What follows belongs to an exercise in optimizing a design on an open flow for small area and few clock cycles per item; a production flow would make more cautious choices.
In this exercise RTL edits were held to simulation tests only and were not proved equivalent to the original.
The flow treats the clock pin as an ideal source. Dropping or thinning the clock tree relies on that and would not hold on a real chip.
No activity file was given, so power comes from the tool's default toggle rates.

## demofull
module demofull #(
	parameter integer C_S_AXI_ID_WIDTH	= 12,
	parameter integer C_S_AXI_DATA_WIDTH	= 32,
	parameter integer C_S_AXI_ADDR_WIDTH	= 32,
	localparam	AW = C_S_AXI_ADDR_WIDTH,
	localparam	DW = C_S_AXI_DATA_WIDTH,
	localparam	IW = C_S_AXI_ID_WIDTH,
	localparam	LSB = $clog2(C_S_AXI_DATA_WIDTH)-3,
	parameter [0:0]	OPT_NARROW_BURST = 1
	) (
		output	reg					o_we,
		output	reg	[C_S_AXI_ADDR_WIDTH-LSB-1:0]	o_waddr,
		output	reg	[C_S_AXI_DATA_WIDTH-1:0]	o_wdata,
		output	reg	[C_S_AXI_DATA_WIDTH/8-1:0]	o_wstrb,
		output	reg					o_rd,
		output	reg	[C_S_AXI_ADDR_WIDTH-LSB-1:0]	o_raddr,
		input	wire	[C_S_AXI_DATA_WIDTH-1:0]	i_rdata,
		input wire  S_AXI_ACLK,
		input wire  S_AXI_ARESETN,
		input wire [C_S_AXI_ID_WIDTH-1 : 0] S_AXI_AWID,
		input wire [C_S_AXI_ADDR_WIDTH-1 : 0] S_AXI_AWADDR,
		input wire [7 : 0] S_AXI_AWLEN,
		input wire [2 : 0] S_AXI_AWSIZE,
		input wire [1 : 0] S_AXI_AWBURST,
		input wire  S_AXI_AWLOCK,
		input wire [3 : 0] S_AXI_AWCACHE,
		input wire [2 : 0] S_AXI_AWPROT,
		input wire [3 : 0] S_AXI_AWQOS,
		input wire  S_AXI_AWVALID,
		output wire  S_AXI_AWREADY,
		input wire [C_S_AXI_DATA_WIDTH-1 : 0] S_AXI_WDATA,
		input wire [(C_S_AXI_DATA_WIDTH/8)-1 : 0] S_AXI_WSTRB,
		input wire  S_AXI_WLAST,
		input wire  S_AXI_WVALID,
		output wire  S_AXI_WREADY,
		output wire [C_S_AXI_ID_WIDTH-1 : 0] S_AXI_BID,
		output wire [1 : 0] S_AXI_BRESP,
		output wire  S_AXI_BVALID,
		input wire  S_AXI_BREADY,
		input wire [C_S_AXI_ID_WIDTH-1 : 0] S_AXI_ARID,
		input wire [C_S_AXI_ADDR_WIDTH-1 : 0] S_AXI_ARADDR,
		input wire [7 : 0] S_AXI_ARLEN,
		input wire [2 : 0] S_AXI_ARSIZE,
		input wire [1 : 0] S_AXI_ARBURST,
		input wire  S_AXI_ARLOCK,
		input wire [3 : 0] S_AXI_ARCACHE,
		input wire [2 : 0] S_AXI_ARPROT,
		input wire [3 : 0] S_AXI_ARQOS,
		input wire  S_AXI_ARVALID,
		output wire  S_AXI_ARREADY,
		output wire [C_S_AXI_ID_WIDTH-1 : 0] S_AXI_RID,
		output wire [C_S_AXI_DATA_WIDTH-1 : 0] S_AXI_RDATA,
		output wire [1 : 0] S_AXI_RRESP,
		output wire  S_AXI_RLAST,
		output wire  S_AXI_RVALID,
		input wire  S_AXI_RREADY
	);
Size: about 0.0040 sq mm of cells after synthesis.
==> module axi_addr, before the edit <==
module	axi_addr(i_last_addr, i_step, i_size, i_fixed, i_wrap, i_wlen, o_next_addr);
	input	wire	[11:0]	i_last_addr;
	input	wire		i_step;
	input	wire	[1:0]	i_size;
	input	wire		i_fixed, i_wrap;
	input	wire	[2:0]	i_wlen;
	output	reg	[11:0]	o_next_addr;
	reg	[11:0]	m;
	reg	[12:0]	c;
	reg		go;
	integer		k;
	always @(*)
	begin
		case(i_size)
		2'b00: m[5:0] = { 2'b00, i_wlen, 1'b1 };
		2'b01: m[5:0] = { 1'b0, i_wlen, 2'b11 };
		default: m[5:0] = { i_wlen, 3'b111 };
		endcase
		m[11:6] = 6'h0;
		if (!i_wrap)
			m = 12'hfff;
		go   = i_step && !i_fixed;
		c[0] = go && (i_size == 2'b00);
		c[1] = (go && (i_size == 2'b01)) || (c[0] && i_last_addr[0] && m[1]);
		c[2] = (go && i_size[1]) || (c[1] && i_last_addr[1] && m[2]);
		for(k=2; k<12; k=k+1)
			c[k+1] = c[k] && i_last_addr[k] && m[k+1];
		for(k=0; k<12; k=k+1)
			o_next_addr[k] = i_last_addr[k] ^ c[k];
		if (!i_fixed && i_size != 2'b00)
			o_next_addr[0] = 1'b0;
		if (!i_fixed && i_size[1])
			o_next_addr[1] = 1'b0;
	end
	/*verilator lint_off UNUSED*/
	wire	[1:0]	unused;
	assign	unused = { c[12], m[0] };
	/*verilator lint_on UNUSED*/
endmodule
export LEC_CHECK = 0
export CAP_MARGIN = 10
export CORE_AREA = 4 4 136 136
export CTS_BUF_LIST = sky130_fd_sc_hd__clkbuf_8
export DIE_AREA = 0 0 140 140
export GPL_TIMING_DRIVEN = 0
export SLEW_MARGIN = 10
create_clock -name core_clock -period 4.0 [get_ports {S_AXI_ACLK}]
standard.sh (not shown) runs the stock make flow with config.mk's settings and CLKGATE_MAP_FILE= SYNTH_SCRIPT=/design/flow/synth_recipe.tcl, a recipe that flattens the netlist after the stock synthesis.
==> flow/flow/run.sh <==
#!/bin/bash
# Layout: the standard flow (standard.sh), with
# - synthesis by flow/synth.tcl: the standard flow's synthesis with an area-oriented ABC
#   script (flow/area.abc) for the logic between the registers, and without
#   the extraction of adders into half/full adder cells (ADDER_MAP_FILE
#   empty), so that ABC maps that logic too;
# - the smallest buffer cell (buf_1) as the port buffer of every input and
#   output port, in place of the cell buffer_ports picks by itself;
# - a clock tree of clkbuf_8 buffers without dummy loads;
# - after CTS, the clock tree rebuilt as four clkbuf_16 buffers driven
#   straight from the clock port, each driving the flip-flops of one quarter
#   of the core (flow/clock_tree.tcl), and cells sized down where timing
#   allows (flow/post_cts.tcl).
# standard.log holds the output of every tool; ORFS's own logs are under
# orfs/logs.
set -euo pipefail
export BUFFER_PORTS_ARGS="-buffer_cell sky130_fd_sc_hd__buf_1"
export CTS_ARGS="-sink_clustering_enable -repair_clock_nets -buf_list sky130_fd_sc_hd__clkbuf_8 -dont_use_dummy_load"
export POST_CTS_TCL="$PWD/flow/post_cts.tcl"
export CTREE_NBUF=4
export CTREE_BUF=sky130_fd_sc_hd__clkbuf_16
export REMOVE_ABC_BUFFERS=1
export AREA_ABC_SCRIPT="$PWD/flow/area.abc"
export ADDER_MAP_FILE=
sed "s|SYNTH_SCRIPT=[^ ]*|SYNTH_SCRIPT=$PWD/flow/synth.tcl|" standard.sh > flow_standard.sh
grep -q "SYNTH_SCRIPT=$PWD/flow/synth.tcl" flow_standard.sh
bash flow_standard.sh > standard.log 2>&1
Other scripts of this flow, unchanged in this note and not shown: flow/flow/area.abc, flow/flow/clock_tree.tcl, flow/flow/post_cts.tcl, flow/flow/synth.tcl
Testbench counts at the start, summed over its fixed seeds: cycles 15,969, beats 22,951.
Then changed:
--- a/flow/design.v
+++ b/flow/design.v
@@ -5,40 +5,40 @@
 	input	wire	[1:0]	i_size;
 	input	wire		i_fixed, i_wrap;
 	input	wire	[2:0]	i_wlen;
 	output	reg	[11:0]	o_next_addr;
 	reg	[11:0]	m;
 	reg	[12:0]	c;
-	reg		go;
 	integer		k;
 	always @(*)
 	begin
 		case(i_size)
 		2'b00: m[5:0] = { 2'b00, i_wlen, 1'b1 };
 		2'b01: m[5:0] = { 1'b0, i_wlen, 2'b11 };
 		default: m[5:0] = { i_wlen, 3'b111 };
 		endcase
 		m[11:6] = 6'h0;
 		if (!i_wrap)
 			m = 12'hfff;
-		go   = i_step && !i_fixed;
-		c[0] = go && (i_size == 2'b00);
-		c[1] = (go && (i_size == 2'b01)) || (c[0] && i_last_addr[0] && m[1]);
-		c[2] = (go && i_size[1]) || (c[1] && i_last_addr[1] && m[2]);
+		if (i_fixed)
+			m = 12'h0;
+		c[0] = i_step && (i_size == 2'b00);
+		c[1] = (i_step && (i_size == 2'b01)) || (c[0] && i_last_addr[0]);
+		c[2] = (i_step && i_size[1]) || (c[1] && i_last_addr[1]);
 		for(k=2; k<12; k=k+1)
-			c[k+1] = c[k] && i_last_addr[k] && m[k+1];
+			c[k+1] = c[k] && i_last_addr[k];
 		for(k=0; k<12; k=k+1)
-			o_next_addr[k] = i_last_addr[k] ^ c[k];
+			o_next_addr[k] = i_last_addr[k] ^ (m[k] && c[k]);
 		if (!i_fixed && i_size != 2'b00)
 			o_next_addr[0] = 1'b0;
 		if (!i_fixed && i_size[1])
 			o_next_addr[1] = 1'b0;
 	end
 	/*verilator lint_off UNUSED*/
-	wire	[1:0]	unused;
-	assign	unused = { c[12], m[0] };
+	wire	unused;
+	assign	unused = c[12];
 	/*verilator lint_on UNUSED*/
 endmodule
 `default_nettype	none
 module demofull #(
 	parameter integer C_S_AXI_ID_WIDTH	= 12,
 	parameter integer C_S_AXI_DATA_WIDTH	= 32,
The changed run ran to the end with no violations.
Routed wire length drops by 3.1%.
Hold slack got worse by 0.041 ns.
Register-to-register slack improved by 0.53 ns.
Synthesized cell count climbs by 3.0%.
Global-route usage drops by 0.49 points.
Via count climbs by 0.65%.
First-iteration DRC count climbs by 40%.
Design area drops by 3.8%.
Combinational power drops by 8.5%.
Testbench counts after the change, summed over its fixed seeds: cycles 15,969, beats 22,951.

Setup of west:
demofull, a different RTL version from the one above (not shown whole).
For scale: ~420 cells after synthesis, roughly 85 flip-flops, roughly 4500 um2 of cells after synthesis.
==> flow/config.mk <==
export PLATFORM = sky130hd
export DESIGN_NAME = demofull
export DESIGN_NICKNAME = demofull
export VERILOG_FILES = /design/flow/design.v
export SDC_FILE = /design/flow/constraint.sdc
export NUM_CORES = 4
export LEC_CHECK = 0
export CAP_MARGIN = 20
export CORE_MARGIN = 2
export CORE_UTILIZATION = 40
export CTS_BUF_LIST = sky130_fd_sc_hd__clkbuf_8
export SLEW_MARGIN = 20
==> flow/constraint.sdc <==
create_clock -name core_clock -period 4.0 [get_ports {S_AXI_ACLK}]
set_input_delay 0.8000 -clock core_clock [delete_from_list [all_inputs] [get_ports {S_AXI_ACLK}]]
set_output_delay 0.8000 -clock core_clock [all_outputs]
set_load 0.01 [all_outputs]
==> flow/flow/run.sh <==
#!/bin/bash
# Layout: the standard flow (standard.sh), with
# - synthesis by flow/synth.tcl: the standard flow's synthesis with an area-oriented ABC
#   script (flow/area.abc) for the logic between the registers;
# - the smallest buffer cell (buf_1) as the port buffer of every input and
#   output port, in place of the cell buffer_ports picks by itself;
# - a clock tree of clkbuf_8 buffers without dummy loads;
# - cells sized down where timing allows after CTS (flow/post_cts.tcl).
set -euo pipefail
export BUFFER_PORTS_ARGS="-buffer_cell sky130_fd_sc_hd__buf_1"
export CTS_ARGS="-sink_clustering_enable -repair_clock_nets -buf_list sky130_fd_sc_hd__clkbuf_8 -dont_use_dummy_load"
export POST_CTS_TCL="$PWD/flow/post_cts.tcl"
export AREA_ABC_SCRIPT="$PWD/flow/area.abc"
sed "s|SYNTH_SCRIPT=[^ ]*|SYNTH_SCRIPT=$PWD/flow/synth.tcl|" standard.sh > flow_standard.sh
grep -q "SYNTH_SCRIPT=$PWD/flow/synth.tcl" flow_standard.sh
bash flow_standard.sh > standard.log 2>&1
==> flow/flow/area.abc <==
strash
dc2
dch -f
amap -m -F 4 -A 8
topo
==> flow/flow/post_cts.tcl <==
# After clock tree synthesis: size cells down where the timing slack allows
# (OpenROAD's power recovery), then legalise the placement again.
estimate_parasitics -placement
repair_timing -recover_power 100 -verbose
detailed_placement
check_placement -verbose
==> flow/flow/synth.tcl <==
# The standard flow's synthesis script (synth_recipe.tcl) with one change: Yosys's abc
# step, which maps the logic between the registers to library cells, runs
# flow/area.abc, an area-oriented ABC script, in place of ORFS's
# abc_speed.script.  Everything else (the registers, their names and cells)
# stays as the standard synthesis makes it.
proc synth {args} { yosys synth -nofsm -noshare {*}$args }
proc abc {args} {
  set i [lsearch -exact $args -script]
  if { $i >= 0 } {
    lset args [expr { $i + 1 }] $::env(AREA_ABC_SCRIPT)
  }
  yosys abc {*}$args
}
source $::env(SCRIPTS_DIR)/synth.tcl
# left out here: clear keep_hierarchy, flatten, clean up, hide names made inside functions, write 1_2_yosys.v
Testbench counts of west, summed over its fixed seeds: cycles 15,969, beats 22,951.
Here is what was changed in the inputs of south compared with west.
diff --git a/flow/design.v b/flow/design.v
--- a/flow/design.v
+++ b/flow/design.v
@@ -1,12 +1,13 @@
 `default_nettype	none
-module	axi_addr(i_last_addr, i_size, i_fixed, i_wrap, i_wlen, o_next_addr);
+module	axi_addr(i_last_addr, i_step, i_size, i_fixed, i_wrap, i_wlen, o_next_addr);
 	input	wire	[11:0]	i_last_addr;
+	input	wire		i_step;
 	input	wire	[1:0]	i_size;
 	input	wire		i_fixed, i_wrap;
 	input	wire	[2:0]	i_wlen;
 	output	reg	[11:0]	o_next_addr;
 	reg	[11:0]	m;
 	reg	[12:0]	c;
 	integer		k;
 	always @(*)
 	begin
@@ -14,21 +15,21 @@
 		2'b00: m[5:0] = { 2'b00, i_wlen, 1'b1 };
 		2'b01: m[5:0] = { 1'b0, i_wlen, 2'b11 };
 		default: m[5:0] = { i_wlen, 3'b111 };
 		endcase
 		m[11:6] = 6'h0;
 		if (!i_wrap)
 			m = 12'hfff;
 		if (i_fixed)
 			m = 12'h0;
-		c[0] = (i_size == 2'b00);
-		c[1] = (i_size == 2'b01) || (c[0] && i_last_addr[0]);
-		c[2] = (i_size[1]) || (c[1] && i_last_addr[1]);
+		c[0] = i_step && (i_size == 2'b00);
+		c[1] = (i_step && (i_size == 2'b01)) || (c[0] && i_last_addr[0]);
+		c[2] = (i_step && i_size[1]) || (c[1] && i_last_addr[1]);
 		for(k=2; k<12; k=k+1)
 			c[k+1] = c[k] && i_last_addr[k];
 		for(k=0; k<12; k=k+1)
 			o_next_addr[k] = i_last_addr[k] ^ (m[k] && c[k]);
 		if (!i_fixed && i_size != 2'b00)
 			o_next_addr[0] = 1'b0;
 		if (!i_fixed && i_size[1])
 			o_next_addr[1] = 1'b0;
 	end
@@ -99,23 +100,22 @@
 	reg	[11:0]		wa;
 	wire	[11:0]		wcur, wnext;
 	reg			axi_bvalid;
 	reg	[IW-1:0]	axi_bid;
 	wire			wstall, wready, whs;
 	assign	wstall = axi_bvalid && !S_AXI_BREADY;
 	assign	wready = S_AXI_AWVALID && !wstall;
 	assign	whs    = S_AXI_WVALID && wready;
 	assign	wcur   = wfirst ? S_AXI_AWADDR[11:0] : wa;
-	axi_addr get_next_wr_addr(wcur, S_AXI_AWSIZE[1:0],
+	axi_addr get_next_wr_addr(wcur, whs, S_AXI_AWSIZE[1:0],
 			(S_AXI_AWBURST == 2'b00), S_AXI_AWBURST[1],
 			S_AXI_AWLEN[3:1], wnext);
 	always @(posedge S_AXI_ACLK)
-	if (whs)
 		wa <= wnext;
 	always @(posedge S_AXI_ACLK)
 	if (!S_AXI_ARESETN)
 		wfirst <= 1'b1;
 	else if (whs)
 		wfirst <= S_AXI_WLAST;
 	always @(posedge S_AXI_ACLK)
 	if (!S_AXI_ARESETN)
 		axi_bvalid <= 1'b0;
@@ -141,55 +141,67 @@
 	reg	[AW-1:0]	raddr;
 	reg	[7:0]		rcnt;
 	reg	[1:0]		rsize;
 	reg	[2:0]		rwlen;
 	reg			rpend;
 	reg	[IW-1:0]	axi_rid;
 	reg			axi_rvalid;
 	wire			ractive, rstall, rfree, rload, arhs;
 	wire	[11:0]		rnext;
+	reg	[7:0]		rcnt_dec;
+	reg	[8:0]		rborrow;
+	integer			k;
+	always @(*)
+	begin
+		rborrow[0] = o_rd;
+		for(k=0; k<8; k=k+1)
+		begin
+			rcnt_dec[k]  = rcnt[k] ^ rborrow[k];
+			rborrow[k+1] = rborrow[k] && !rcnt[k];
+		end
+	end
 	assign	ractive = (rcnt != 0);
 	assign	rstall  = axi_rvalid && !S_AXI_RREADY;
 	assign	rfree   = ractive ? ((rcnt == 1) && !rstall) : !rpend;
 	assign	rload   = S_AXI_ARVALID && rfree;
 	assign	arhs    = rpend && !rstall;
-	axi_addr get_next_rd_addr(raddr[11:0], rsize, (rsize == 2'b11),
+	axi_addr get_next_rd_addr(raddr[11:0], o_rd, rsize, (rsize == 2'b11),
 			!(rwlen == 3'b010), rwlen, rnext);
 	always @(*)
 	begin
 		o_rd    = (rpend || ractive) && !rstall;
 		o_raddr = raddr[AW-1:LSB];
 	end
 	always @(posedge S_AXI_ACLK)
 	if (rload)
 	begin
 		raddr   <= S_AXI_ARADDR;
 		rsize   <= (S_AXI_ARBURST == 2'b00) ? 2'b11 : S_AXI_ARSIZE[1:0];
 		rwlen   <= S_AXI_ARBURST[1] ? S_AXI_ARLEN[3:1] : 3'b010;
-	end else if (o_rd)
+	end else
 		raddr[11:0] <= rnext;
 	always @(posedge S_AXI_ACLK)
 	if (!S_AXI_ARESETN)
 		rpend <= 1'b0;
 	else if (rload)
 		rpend <= 1'b1;
 	else if (arhs)
 		rpend <= 1'b0;
 	always @(posedge S_AXI_ACLK)
 	if (arhs)
 		axi_rid <= S_AXI_ARID;
 	always @(posedge S_AXI_ACLK)
 	if (!S_AXI_ARESETN)
 		rcnt <= 0;
 	else if (arhs)
 		rcnt <= S_AXI_ARLEN;
-	else if (o_rd)
-		rcnt <= rcnt - 1;
+	else
+		rcnt <= rcnt_dec;
 	always @(posedge S_AXI_ACLK)
 	if (!S_AXI_ARESETN)
 		axi_rvalid <= 1'b0;
 	else if (o_rd)
 		axi_rvalid <= 1'b1;
 	else if (S_AXI_RREADY)
 		axi_rvalid <= 1'b0;
 	assign	S_AXI_ARREADY = arhs;
 	assign	S_AXI_RVALID  = axi_rvalid;
west finished every stage and its layout cleared the timing, DRC and antenna checks. For south, the flow was terminated by a tool error in I/O pin placement (3_2_place_iop) and produced no final design. Compare west and south | compound-cell area share of the yosys netlist higher: west. Of west and south, the higher portion of the post-synthesis area used by sequential elements belongs to west. Going from west to south, gate count after technology mapping shrank by a few percent. On south: width of the die is 3.9 um lower than what west gave. Post-synthesis average cell area in south is about 3.7% below west. Number of enable flip-flop cells after synthesis (south over west): decrease, 24.
Testbench counts of south, summed over its fixed seeds: cycles 15,969, beats 22,951.

## what the ideal ports hide
Ports are ideal in the flow. The routed layouts listed here were re-timed in OpenROAD.
Step 1 assumes that a clkbuf_16 drives the clock port and a buf_2 every other input.
Step 2 times the ports against the registers' clock, not the clock port: input delays grow and output delays shrink by t, the midpoint of the rising clock arrivals with the driver on.
Slacks: ideal ports / drivers / drivers and shift; pairs: ideal ports / drivers.
run	t (ns)	slack for setup (ns)	worst setup path at the end
the first run of note 1	0.238	0.185 / 0.222 / -0.017	input to register
the second run of note 1	0.235	0.667 / 0.627 / 0.531	input to register
west	0.371	0.711 / 0.679 / 0.679	input to output
Met with ideal ports but missed after step 2: setup timing in the first run of note 1. The setup slack of the first run of note 1, which loses most, moves by +0.037 ns with the drivers and by -0.202 ns with both steps.
